From an optimization exercise on the open Yosys and OpenROAD flow, aimed at small area; shortcuts taken in it are not production practice. At most, simulation tests tie the RTL to the original design; equivalence was not proved. No driver is modelled on the clock port, so clocking that relies on it looks cheaper here than on a real chip.

==> inputs of 04-27 <==
// jt51
module jt51(
    input               rst,     
    input               clk,     
    input               cen,     
    input               cen_p1,  
    input               cs_n,    
    input               wr_n,    
    input               a0,
    input       [7:0]   din,  
    output      [7:0]   dout,  
    output              ct1,
    output              ct2,
    output              irq_n,   
    output              sample,  
    output  signed  [15:0] left,
    output  signed  [15:0] right,
    output  signed  [15:0] xleft,
    output  signed  [15:0] xright,
    output  [15:0] dacleft,
    output  [15:0] dacright
);
==> flow/config.mk <==
export PLATFORM = sky130hd
export DESIGN_NAME = jt51
export DESIGN_NICKNAME = jt51
export VERILOG_FILES = /design/flow/design.v
export SDC_FILE = /design/flow/constraint.sdc
export NUM_CORES = 4
export LEC_CHECK = 0
export ABC_AREA = 1
export CAP_MARGIN = 20
export CORE_MARGIN = 2
export CORE_UTILIZATION = 40
export SLEW_MARGIN = 20
export SYNTH_MEMORY_MAX_BITS = 65536
==> flow/constraint.sdc <==
create_clock -name core_clock -period 12.0 [get_ports {clk}]
set_input_delay 2.4000 -clock core_clock [delete_from_list [all_inputs] [get_ports {clk}]]
set_output_delay 2.4000 -clock core_clock [all_outputs]
set_load 0.01 [all_outputs]
run.sh (not shown) runs the stock make flow with config.mk's settings and CLKGATE_MAP_FILE= SYNTH_SCRIPT=/design/flow/synth_recipe.tcl, a recipe that flattens the netlist after the stock synthesis.
==> inputs of 06-11, as changes to 04-27 <==
--- a/flow/design.v
+++ b/flow/design.v
@@ -1273,15 +1273,25 @@
     input   [25:0]  csrch_q,
     output          kon_din,
     input           kon_q
 );
 reg [7:0] selected_register, din_copy ;
-reg       up_rl,  up_kc,  up_kf,  up_pms,
-          up_dt1, up_tl,  up_ks,  up_dt2,
-          up_d1l, up_keyon,   up_amsen;
+reg       up_keyon;
+reg [2:0] up_grp;
 reg [1:0] up_op;
 reg [2:0] up_ch;
+wire      up_chreg = up_grp == 3'd1;
+wire      up_rl    = up_chreg && up_op == 2'd0;
+wire      up_kc    = up_chreg && up_op == 2'd1;
+wire      up_kf    = up_chreg && up_op == 2'd2;
+wire      up_pms   = up_chreg && up_op == 2'd3;
+wire      up_dt1   = up_grp == 3'd2;
+wire      up_tl    = up_grp == 3'd3;
+wire      up_ks    = up_grp == 3'd4;
+wire      up_amsen = up_grp == 3'd5;
+wire      up_dt2   = up_grp == 3'd6;
+wire      up_d1l   = up_grp == 3'd7;
 wire    busy_reg;
 parameter   REG_TEST    =   8'h01,
             REG_TEST2   =   8'h02,
             REG_KON     =   8'h08,
             REG_NOISE   =   8'h0f,
@@ -1295,12 +1305,12 @@
             REG_DUMP    =   8'h1f;
 reg csm;
 always @(posedge clk, posedge rst) begin : memory_mapped_registers
     if( rst ) begin
         selected_register   <= 8'h0;
-        { up_rl, up_kc, up_kf, up_pms, up_dt1, up_tl,
-                up_ks, up_amsen, up_dt2, up_d1l, up_keyon } <= 11'd0;
+        up_grp   <= 3'd0;
+        up_keyon <= 1'b0;
         nfrq <= 5'b0;
         ne   <= 1'b0;
         { value_A, value_B } <= 18'd0;
         { clr_flag_B, clr_flag_A,
         enable_irq_B, enable_irq_A, load_B, load_A } <= 6'd0;
@@ -1319,20 +1329,11 @@
                 selected_register <= din;
             else begin
                 din_copy <= din;
                 up_op    <= selected_register[4:3];  
                 up_ch    <= selected_register[2:0];  
-                up_rl    <= 1'b0;
-                up_kc    <= 1'b0;
-                up_kf    <= 1'b0;
-                up_pms   <= 1'b0;
-                up_dt1   <= 1'b0;
-                up_tl    <= 1'b0;
-                up_ks    <= 1'b0;
-                up_amsen <= 1'b0;
-                up_dt2   <= 1'b0;
-                up_d1l   <= 1'b0;
+                up_grp   <= selected_register[7:5];
                 up_keyon <= 1'b0;
                 if( selected_register < 8'h20 ) begin
                     case( selected_register)
                     REG_TEST:   lfo_rst <= 1'b1;  
                     REG_KON:    up_keyon     <= 1'b1;
@@ -1357,30 +1358,10 @@
                         { ct2, ct1 } <= din[7:6];
                         lfo_w        <= din[1:0];
                         end
                     default:;
                     endcase
-                end else
-                if( selected_register < 8'h40 ) begin
-                    case( selected_register[4:3] )
-                        2'h0: up_rl <= 1'b1;
-                        2'h1: up_kc <= 1'b1;
-                        2'h2: up_kf <= 1'b1;
-                        2'h3: up_pms<= 1'b1;
-                    endcase
-                end
-                else
-                begin
-                    case( selected_register[7:5] )
-                        3'h2: up_dt1    <= 1'b1;
-                        3'h3: up_tl     <= 1'b1;
-                        3'h4: up_ks     <= 1'b1;
-                        3'h5: up_amsen  <= 1'b1;
-                        3'h6: up_dt2    <= 1'b1;
-                        3'h7: up_d1l    <= 1'b1;
-                        default:;
-                    endcase
                 end
             end
         end
         else begin  
             csm     <= 1'b0;
@@ -1707,10 +1688,11 @@
     if( rst )
         rcnt <= 6'd0;
     else if( cen_p1 && !rcnt[5] )
         rcnt <= rcnt + 6'd1;
 wire v1  = rcnt != 6'd0;
+wire v2  = rcnt >= 6'd2;
 wire v3  = rcnt >= 6'd3;
 wire v4  = rcnt >= 6'd4;
 wire v8  = rcnt >= 6'd8;
 wire v28 = rcnt >= 6'd28;
 wire v31 = rcnt >= 6'd31;
@@ -1725,13 +1707,14 @@
 wire        kon_din, kon_q, keyon_last_II, cnt_V0, cnt_out;
 wire        ar_off_II, ar_off_VI, pg_rst_VII, signbit_din, signbit_XIII;
 wire [79:0] r32_din = { signbit_din, pg_rst_III, ar_off_II, cnt_V0, keyon_II,
     kon_din, state_in_III, eg_din, ph_din, csrop_din };
 wire [16*32*5-1:0] r32;
-wire [79:0] r32_t1, r32_t3, r32_t4, r32_t28, r32_t31, r32_t32;
+wire [79:0] r32_t1, r32_t2, r32_t3, r32_t4, r32_t28, r32_t31, r32_t32;
 jt51_ring #(.R(5),.S(32)) u_r32( .clk(clk), .ld(cen_p1), .din(r32_din), .q(r32) );
 jt51_rtap #(.R(5),.S(32),.M( 1)) u_r32t1 ( .q(r32), .w(r32_t1 ) );
+jt51_rtap #(.R(5),.S(32),.M( 2)) u_r32t2 ( .q(r32), .w(r32_t2 ) );
 jt51_rtap #(.R(5),.S(32),.M( 3)) u_r32t3 ( .q(r32), .w(r32_t3 ) );
 jt51_rtap #(.R(5),.S(32),.M( 4)) u_r32t4 ( .q(r32), .w(r32_t4 ) );
 jt51_rtap #(.R(5),.S(32),.M(28)) u_r32t28( .q(r32), .w(r32_t28) );
 jt51_rtap #(.R(5),.S(32),.M(31)) u_r32t31( .q(r32), .w(r32_t31) );
 jt51_rtap #(.R(5),.S(32),.M(32)) u_r32t32( .q(r32), .w(r32_t32) );
@@ -1740,10 +1723,13 @@
 assign ph_X_q       = v3  ? r32_t3[61:52]  : 10'd0;
 assign eg_VII       = v1  ? r32_t1[71:62]  : 10'd0;
 assign eg_II        = v28 ? r32_t28[71:62] : (r27 ? 10'd0 : 10'h3ff);
 assign eg_VI        = v32 ? r32_t32[71:62] : (r31 ? 10'd0 : 10'h3ff);
 assign state_II     = v31 ? r32_t31[73:72] : 2'd3;
+wire [1:0] state_in_IV = v1 ? r32_t1[73:72] : 2'd0;
+wire [1:0] state_in_V  = v2 ? r32_t2[73:72] : 2'd0;
+wire [1:0] state_in_VI = v3 ? r32_t3[73:72] : 2'd0;
 assign kon_q        = v32 & r32_t32[74];
 assign keyon_last_II= v32 & r32_t32[75];
 assign cnt_out      = v32 & r32_t32[76];
 assign ar_off_VI    = v4  & r32_t4[77];
 assign pg_rst_VII   = v4  & r32_t4[78];
@@ -1883,11 +1869,14 @@
     .ar_off_VI  ( ar_off_VI     ),
     .keyon_last_II( keyon_last_II ),
     .cnt_V0     ( cnt_V0        ),
     .cnt_out    ( cnt_out       ),
     .state_in_III( state_in_III ),
-    .state_II   ( state_II      )
+    .state_II   ( state_II      ),
+    .state_in_IV( state_in_IV   ),
+    .state_in_V ( state_in_V    ),
+    .state_in_VI( state_in_VI   )
 );
 wire signed [13:0] op_out;
 jt51_op u_op(
     .rst            ( rst               ),
     .clk            ( clk               ),
@@ -2240,11 +2229,14 @@
     input               ar_off_VI,
     input               keyon_last_II,
     output              cnt_V0,
     input               cnt_out,
     output reg  [1:0]   state_in_III,
-    input       [1:0]   state_II
+    input       [1:0]   state_II,
+    input       [1:0]   state_in_IV,
+    input       [1:0]   state_in_V,
+    input       [1:0]   state_in_VI
 );
 localparam ATTACK=2'd0,
            DECAY1=2'd1,
            DECAY2=2'd2,
            RELEASE=2'd3;
@@ -2287,11 +2279,10 @@
             2'd1:   pre_rate_III = { 1'b0, cfg_III, 1'b0 } + { 4'b0, keycode_III[4:2] };
             2'd0:   pre_rate_III = { 1'b0, cfg_III, 1'b0 } + { 5'b0, keycode_III[4:3] };
         endcase
 end
 reg [7:0]   step_idx;
-reg [1:0]   state_in_IV, state_in_V, state_in_VI;
 assign cnt_V0 = cnt_V[0];
 always @(*) begin : rate_step
     if( rate_V[5:4]==2'b11 ) begin  
         if( rate_V[5:2]==4'hf && state_in_V == ATTACK)
             step_idx = 8'b11111111;  
@@ -2368,16 +2359,14 @@
                     end
             endcase
         end
     end
 end
-always @(posedge clk, posedge rst) if( rst ) begin state_in_IV <= 0; rate_IV <= 0; end else if(cen) begin
-    state_in_IV <= state_in_III;
+always @(posedge clk, posedge rst) if( rst ) begin rate_IV <= 0; end else if(cen) begin
     rate_IV <= pre_rate_III[6] ? 6'd63 : pre_rate_III[5:0];
 end
-always @(posedge clk, posedge rst) if( rst ) begin state_in_V <= 0; rate_V <= 0; cnt_V <= 0; end else if(cen) begin
-    state_in_V  <= state_in_IV;
+always @(posedge clk, posedge rst) if( rst ) begin rate_V <= 0; cnt_V <= 0; end else if(cen) begin
     rate_V <= rate_IV;
     if( state_in_IV == ATTACK )
         case( rate_IV[5:2] )
             4'h0: cnt_V <= eg_cnt[13:11];
             4'h1: cnt_V <= eg_cnt[12:10];
@@ -2407,12 +2396,11 @@
             4'ha: cnt_V <= eg_cnt[ 4: 2];
             4'hb: cnt_V <= eg_cnt[ 3: 1];
             default: cnt_V <= eg_cnt[ 2: 0];
         endcase
 end
-always @(posedge clk, posedge rst) if( rst ) begin state_in_VI <= 0; rate_VI <= 0; sum_up <= 0; step_VI <= 0; end else if(cen) begin
-    state_in_VI <= state_in_V;
+always @(posedge clk, posedge rst) if( rst ) begin rate_VI <= 0; sum_up <= 0; step_VI <= 0; end else if(cen) begin
     rate_VI     <= rate_V[5:1];
     sum_up      <= cnt_V[0] != cnt_out;
     step_VI     <= step_V;
 end
 reg [8:0] ar_sum0_VI;
@@ -2693,23 +2681,24 @@
     input       [2:0]   dt1_II,
     input       [1:0]   dt2_I,
     input       [7:0]   pm,
     input       [2:0]   pms_I,
     input               pg_rst_III,
-    output  reg [ 4:0]  keycode_III,
+    output      [ 4:0]  keycode_III,
     output      [ 9:0]  pg_phase_X,
     output      [19:0]  ph_din,
     input       [19:0]  ph_VII,
     input       [ 9:0]  ph_X_q,
     input               pg_rst_VII
 );
 reg [19:0]  phase_base_VI, phase_step_VII;
 reg [17:0]  phase_base_IV, phase_base_V;
 wire        [11:0]  phinc_III;
-reg [ 9:0]  phinc_addr_III;
+wire [ 9:0] phinc_addr_III;
 reg [13:0]  keycode_II;
 reg [5:0]   dt1_kf_III;
+reg [13:0]  keycode_II_III;  
 reg [ 2:0]  dt1_kf_IV;
 reg [4:0]   pow2;
 reg [4:0]   dt1_offset_V;
 reg [2:0]   pow2ind_IV;
 reg  [2:0]  dt1_III, dt1_IV, dt1_V;
@@ -2761,11 +2750,11 @@
         3'd5: mod_I = { 3'd0, pm[6:1] };
         3'd6: mod_I = { 1'd0, pm[6:0], 1'b0 };
         3'd7: mod_I = {      pm[6:0], 2'b0 };
     endcase     
 end
-reg [3:0]   octave_III;
+wire [3:0]  octave_III;
 wire [12:0] keycode_I;
 jt51_pm u_pm(
     .kc_I   ( kc_I      ),
     .kf_I   ( kf_I      ),
     .add    ( ~pm[7]    ),
@@ -2784,22 +2773,25 @@
             (keycode_I[7:0]>dt2_lim2 ? 14'd64:14'd0);
         2'd3: keycode_II <= { 1'b0, keycode_I } + 14'd800 + 
             (keycode_I[7:0]>dt2_lim3  ? 14'd64:14'd0);
     endcase
 end
-always @(posedge clk, posedge rst) if( rst ) begin phinc_addr_III <= 0; octave_III <= 0; keycode_III <= 0; dt1_kf_III <= 0; dt1_III <= 0; end else if(cen) begin 
-    phinc_addr_III  <= keycode_II[9:0];
-    octave_III  <= keycode_II[13:10];
-    keycode_III <=  keycode_II[12:8];
-    case( dt1_II[1:0] )
-        2'd1:   dt1_kf_III  <=  keycode_II[13:8]    - (6'b1<<2);
-        2'd2:   dt1_kf_III  <=  keycode_II[13:8]    + (6'b1<<2);
-        2'd3:   dt1_kf_III  <=  keycode_II[13:8]    + (6'b1<<3);
-        default:dt1_kf_III  <=  keycode_II[13:8];
-    endcase
+always @(posedge clk, posedge rst) if( rst ) begin keycode_II_III <= 0; dt1_III <= 0; end else if(cen) begin
+    keycode_II_III <= keycode_II;
     dt1_III   <= dt1_II;
 end
+assign phinc_addr_III = keycode_II_III[9:0];
+assign octave_III     = keycode_II_III[13:10];
+assign keycode_III    = keycode_II_III[12:8];
+always @(*) begin
+    case( dt1_III[1:0] )
+        2'd1:   dt1_kf_III  =  keycode_II_III[13:8]    - (6'b1<<2);
+        2'd2:   dt1_kf_III  =  keycode_II_III[13:8]    + (6'b1<<2);
+        2'd3:   dt1_kf_III  =  keycode_II_III[13:8]    + (6'b1<<3);
+        default:dt1_kf_III  =  keycode_II_III[13:8];
+    endcase
+end
 always @(posedge clk, posedge rst) if( rst ) begin phase_base_IV <= 0; pow2ind_IV <= 0; dt1_IV <= 0; dt1_kf_IV <= 0; end else if(cen) begin
     case( octave_III )
         4'd0:   phase_base_IV   <=  { 8'd0, phinc_III[11:2] };
         4'd1:   phase_base_IV   <=  { 7'd0, phinc_III[11:1] };
         4'd2:   phase_base_IV   <=  { 6'd0, phinc_III[11:0] };
==> flow/flow/run.sh (new file) <==
#!/bin/bash
# The standard layout (standard.sh), with one change: the clock tree is
# built without dummy loads (clock_tree_synthesis -dont_use_dummy_load) and
# with larger sink clusters. The make output goes to standard.log; ORFS
# writes each step's own log under orfs/logs/.
set -euo pipefail
export CTS_ARGS="-sink_clustering_enable -repair_clock_nets -dont_use_dummy_load -sink_clustering_size 24 -sink_clustering_max_diameter 60"
bash standard.sh finish > standard.log 2>&1
==> flow/standard.sh (new file) <==
#!/bin/bash
# synth_recipe.tcl (not shown) runs the flow's synth.tcl, then flattens the netlist and writes it again
# the make line also repeats each setting of config.mk as NAME=value (left out here)
make -C /OpenROAD-flow-scripts/flow DESIGN_CONFIG=/design/flow/config.mk WORK_HOME=/design/flow/orfs CLKGATE_MAP_FILE= SYNTH_SCRIPT=/design/flow/synth_recipe.tcl "${@:-finish}"
Settings changed: CAP_MARGIN 20 to 0, CORE_UTILIZATION 40 to 60, SLEW_MARGIN 20 to 0.
removed: flow/run.sh
==> inputs of 06-13, as changes to 04-27 <==
--- a/flow/design.v
+++ b/flow/design.v
@@ -1707,10 +1707,11 @@
     if( rst )
         rcnt <= 6'd0;
     else if( cen_p1 && !rcnt[5] )
         rcnt <= rcnt + 6'd1;
 wire v1  = rcnt != 6'd0;
+wire v2  = rcnt >= 6'd2;
 wire v3  = rcnt >= 6'd3;
 wire v4  = rcnt >= 6'd4;
 wire v8  = rcnt >= 6'd8;
 wire v28 = rcnt >= 6'd28;
 wire v31 = rcnt >= 6'd31;
@@ -1725,13 +1726,14 @@
 wire        kon_din, kon_q, keyon_last_II, cnt_V0, cnt_out;
 wire        ar_off_II, ar_off_VI, pg_rst_VII, signbit_din, signbit_XIII;
 wire [79:0] r32_din = { signbit_din, pg_rst_III, ar_off_II, cnt_V0, keyon_II,
     kon_din, state_in_III, eg_din, ph_din, csrop_din };
 wire [16*32*5-1:0] r32;
-wire [79:0] r32_t1, r32_t3, r32_t4, r32_t28, r32_t31, r32_t32;
+wire [79:0] r32_t1, r32_t2, r32_t3, r32_t4, r32_t28, r32_t31, r32_t32;
 jt51_ring #(.R(5),.S(32)) u_r32( .clk(clk), .ld(cen_p1), .din(r32_din), .q(r32) );
 jt51_rtap #(.R(5),.S(32),.M( 1)) u_r32t1 ( .q(r32), .w(r32_t1 ) );
+jt51_rtap #(.R(5),.S(32),.M( 2)) u_r32t2 ( .q(r32), .w(r32_t2 ) );
 jt51_rtap #(.R(5),.S(32),.M( 3)) u_r32t3 ( .q(r32), .w(r32_t3 ) );
 jt51_rtap #(.R(5),.S(32),.M( 4)) u_r32t4 ( .q(r32), .w(r32_t4 ) );
 jt51_rtap #(.R(5),.S(32),.M(28)) u_r32t28( .q(r32), .w(r32_t28) );
 jt51_rtap #(.R(5),.S(32),.M(31)) u_r32t31( .q(r32), .w(r32_t31) );
 jt51_rtap #(.R(5),.S(32),.M(32)) u_r32t32( .q(r32), .w(r32_t32) );
@@ -1740,10 +1742,13 @@
 assign ph_X_q       = v3  ? r32_t3[61:52]  : 10'd0;
 assign eg_VII       = v1  ? r32_t1[71:62]  : 10'd0;
 assign eg_II        = v28 ? r32_t28[71:62] : (r27 ? 10'd0 : 10'h3ff);
 assign eg_VI        = v32 ? r32_t32[71:62] : (r31 ? 10'd0 : 10'h3ff);
 assign state_II     = v31 ? r32_t31[73:72] : 2'd3;
+wire [1:0] state_in_IV = v1 ? r32_t1[73:72] : 2'd0;
+wire [1:0] state_in_V  = v2 ? r32_t2[73:72] : 2'd0;
+wire [1:0] state_in_VI = v3 ? r32_t3[73:72] : 2'd0;
 assign kon_q        = v32 & r32_t32[74];
 assign keyon_last_II= v32 & r32_t32[75];
 assign cnt_out      = v32 & r32_t32[76];
 assign ar_off_VI    = v4  & r32_t4[77];
 assign pg_rst_VII   = v4  & r32_t4[78];
@@ -1883,11 +1888,14 @@
     .ar_off_VI  ( ar_off_VI     ),
     .keyon_last_II( keyon_last_II ),
     .cnt_V0     ( cnt_V0        ),
     .cnt_out    ( cnt_out       ),
     .state_in_III( state_in_III ),
-    .state_II   ( state_II      )
+    .state_II   ( state_II      ),
+    .state_in_IV( state_in_IV   ),
+    .state_in_V ( state_in_V    ),
+    .state_in_VI( state_in_VI   )
 );
 wire signed [13:0] op_out;
 jt51_op u_op(
     .rst            ( rst               ),
     .clk            ( clk               ),
@@ -2240,11 +2248,14 @@
     input               ar_off_VI,
     input               keyon_last_II,
     output              cnt_V0,
     input               cnt_out,
     output reg  [1:0]   state_in_III,
-    input       [1:0]   state_II
+    input       [1:0]   state_II,
+    input       [1:0]   state_in_IV,
+    input       [1:0]   state_in_V,
+    input       [1:0]   state_in_VI
 );
 localparam ATTACK=2'd0,
            DECAY1=2'd1,
            DECAY2=2'd2,
            RELEASE=2'd3;
@@ -2287,11 +2298,10 @@
             2'd1:   pre_rate_III = { 1'b0, cfg_III, 1'b0 } + { 4'b0, keycode_III[4:2] };
             2'd0:   pre_rate_III = { 1'b0, cfg_III, 1'b0 } + { 5'b0, keycode_III[4:3] };
         endcase
 end
 reg [7:0]   step_idx;
-reg [1:0]   state_in_IV, state_in_V, state_in_VI;
 assign cnt_V0 = cnt_V[0];
 always @(*) begin : rate_step
     if( rate_V[5:4]==2'b11 ) begin  
         if( rate_V[5:2]==4'hf && state_in_V == ATTACK)
             step_idx = 8'b11111111;  
@@ -2368,16 +2378,14 @@
                     end
             endcase
         end
     end
 end
-always @(posedge clk, posedge rst) if( rst ) begin state_in_IV <= 0; rate_IV <= 0; end else if(cen) begin
-    state_in_IV <= state_in_III;
+always @(posedge clk, posedge rst) if( rst ) begin rate_IV <= 0; end else if(cen) begin
     rate_IV <= pre_rate_III[6] ? 6'd63 : pre_rate_III[5:0];
 end
-always @(posedge clk, posedge rst) if( rst ) begin state_in_V <= 0; rate_V <= 0; cnt_V <= 0; end else if(cen) begin
-    state_in_V  <= state_in_IV;
+always @(posedge clk, posedge rst) if( rst ) begin rate_V <= 0; cnt_V <= 0; end else if(cen) begin
     rate_V <= rate_IV;
     if( state_in_IV == ATTACK )
         case( rate_IV[5:2] )
             4'h0: cnt_V <= eg_cnt[13:11];
             4'h1: cnt_V <= eg_cnt[12:10];
@@ -2407,12 +2415,11 @@
             4'ha: cnt_V <= eg_cnt[ 4: 2];
             4'hb: cnt_V <= eg_cnt[ 3: 1];
             default: cnt_V <= eg_cnt[ 2: 0];
         endcase
 end
-always @(posedge clk, posedge rst) if( rst ) begin state_in_VI <= 0; rate_VI <= 0; sum_up <= 0; step_VI <= 0; end else if(cen) begin
-    state_in_VI <= state_in_V;
+always @(posedge clk, posedge rst) if( rst ) begin rate_VI <= 0; sum_up <= 0; step_VI <= 0; end else if(cen) begin
     rate_VI     <= rate_V[5:1];
     sum_up      <= cnt_V[0] != cnt_out;
     step_VI     <= step_V;
 end
 reg [8:0] ar_sum0_VI;
@@ -2693,23 +2700,24 @@
     input       [2:0]   dt1_II,
     input       [1:0]   dt2_I,
     input       [7:0]   pm,
     input       [2:0]   pms_I,
     input               pg_rst_III,
-    output  reg [ 4:0]  keycode_III,
+    output      [ 4:0]  keycode_III,
     output      [ 9:0]  pg_phase_X,
     output      [19:0]  ph_din,
     input       [19:0]  ph_VII,
     input       [ 9:0]  ph_X_q,
     input               pg_rst_VII
 );
 reg [19:0]  phase_base_VI, phase_step_VII;
 reg [17:0]  phase_base_IV, phase_base_V;
 wire        [11:0]  phinc_III;
-reg [ 9:0]  phinc_addr_III;
+wire [ 9:0] phinc_addr_III;
 reg [13:0]  keycode_II;
 reg [5:0]   dt1_kf_III;
+reg [13:0]  keycode_II_III;  
 reg [ 2:0]  dt1_kf_IV;
 reg [4:0]   pow2;
 reg [4:0]   dt1_offset_V;
 reg [2:0]   pow2ind_IV;
 reg  [2:0]  dt1_III, dt1_IV, dt1_V;
@@ -2761,11 +2769,11 @@
         3'd5: mod_I = { 3'd0, pm[6:1] };
         3'd6: mod_I = { 1'd0, pm[6:0], 1'b0 };
         3'd7: mod_I = {      pm[6:0], 2'b0 };
     endcase     
 end
-reg [3:0]   octave_III;
+wire [3:0]  octave_III;
 wire [12:0] keycode_I;
 jt51_pm u_pm(
     .kc_I   ( kc_I      ),
     .kf_I   ( kf_I      ),
     .add    ( ~pm[7]    ),
@@ -2784,22 +2792,25 @@
             (keycode_I[7:0]>dt2_lim2 ? 14'd64:14'd0);
         2'd3: keycode_II <= { 1'b0, keycode_I } + 14'd800 + 
             (keycode_I[7:0]>dt2_lim3  ? 14'd64:14'd0);
     endcase
 end
-always @(posedge clk, posedge rst) if( rst ) begin phinc_addr_III <= 0; octave_III <= 0; keycode_III <= 0; dt1_kf_III <= 0; dt1_III <= 0; end else if(cen) begin 
-    phinc_addr_III  <= keycode_II[9:0];
-    octave_III  <= keycode_II[13:10];
-    keycode_III <=  keycode_II[12:8];
-    case( dt1_II[1:0] )
-        2'd1:   dt1_kf_III  <=  keycode_II[13:8]    - (6'b1<<2);
-        2'd2:   dt1_kf_III  <=  keycode_II[13:8]    + (6'b1<<2);
-        2'd3:   dt1_kf_III  <=  keycode_II[13:8]    + (6'b1<<3);
-        default:dt1_kf_III  <=  keycode_II[13:8];
-    endcase
+always @(posedge clk, posedge rst) if( rst ) begin keycode_II_III <= 0; dt1_III <= 0; end else if(cen) begin
+    keycode_II_III <= keycode_II;
     dt1_III   <= dt1_II;
 end
+assign phinc_addr_III = keycode_II_III[9:0];
+assign octave_III     = keycode_II_III[13:10];
+assign keycode_III    = keycode_II_III[12:8];
+always @(*) begin
+    case( dt1_III[1:0] )
+        2'd1:   dt1_kf_III  =  keycode_II_III[13:8]    - (6'b1<<2);
+        2'd2:   dt1_kf_III  =  keycode_II_III[13:8]    + (6'b1<<2);
+        2'd3:   dt1_kf_III  =  keycode_II_III[13:8]    + (6'b1<<3);
+        default:dt1_kf_III  =  keycode_II_III[13:8];
+    endcase
+end
 always @(posedge clk, posedge rst) if( rst ) begin phase_base_IV <= 0; pow2ind_IV <= 0; dt1_IV <= 0; dt1_kf_IV <= 0; end else if(cen) begin
     case( octave_III )
         4'd0:   phase_base_IV   <=  { 8'd0, phinc_III[11:2] };
         4'd1:   phase_base_IV   <=  { 7'd0, phinc_III[11:1] };
         4'd2:   phase_base_IV   <=  { 6'd0, phinc_III[11:0] };
==> flow/flow/run.sh (new file) <==
#!/bin/bash
# The standard layout (standard.sh), with one change: the clock tree is
# built without dummy loads (clock_tree_synthesis -dont_use_dummy_load) and
# with larger sink clusters. The make output goes to standard.log; ORFS
# writes each step's own log under orfs/logs/.
set -euo pipefail
export CTS_ARGS="-sink_clustering_enable -repair_clock_nets -dont_use_dummy_load -sink_clustering_size 30 -sink_clustering_max_diameter 60"
bash standard.sh finish > standard.log 2>&1
==> flow/standard.sh (new file) <==
#!/bin/bash
# synth_recipe.tcl (not shown) runs the flow's synth.tcl, then flattens the netlist and writes it again
# the make line also repeats each setting of config.mk as NAME=value (left out here)
make -C /OpenROAD-flow-scripts/flow DESIGN_CONFIG=/design/flow/config.mk WORK_HOME=/design/flow/orfs CLKGATE_MAP_FILE= SYNTH_SCRIPT=/design/flow/synth_recipe.tcl "${@:-finish}"
removed: flow/run.sh
==> run summary <==
The highest wire length belongs to 06-11, the lowest to 06-13.
In 04-27 the via count is lower than in 06-11, by about 3%.
The lowest area after synthesis belongs to 06-11, the highest to 04-27.
The highest fmax belongs to 04-27, the lowest to 06-11.
The highest sequential share of layout area belongs to 06-11, the lowest to 04-27.
Function not checked in 06-13: the RTL went through the layout flow alone.

[what the ideal ports hide]
How much do the figures lean on ideal ports? The routed layouts below were timed once more, with nothing changed but the port constraints.
Step 1: set_driving_cell puts a clkbuf_16 on clk and a buf_2 on each other input, an assumption about the parent block.
Step 2 moves the port delays by t, midway between the first and last clock arrival at a register: inputs arrive t later, outputs are due t later. That takes back most of the time a late clock gives input paths.
Three values: ideal, step 1, step 2; two values: the first two.
run	t, ns	setup WS [ns]	worst hold slack (ns)
04-27	0.960	2.166 / 2.166 / 2.166	0.282 / 0.282 / 0.282
06-11	0.926	1.556 / 1.556 / 1.556	0.253 / 0.253 / 0.253
06-13	0.948	1.968 / 1.968 / 1.968	0.258 / 0.258 / 0.258
After both steps setup and hold are still met in every run listed.
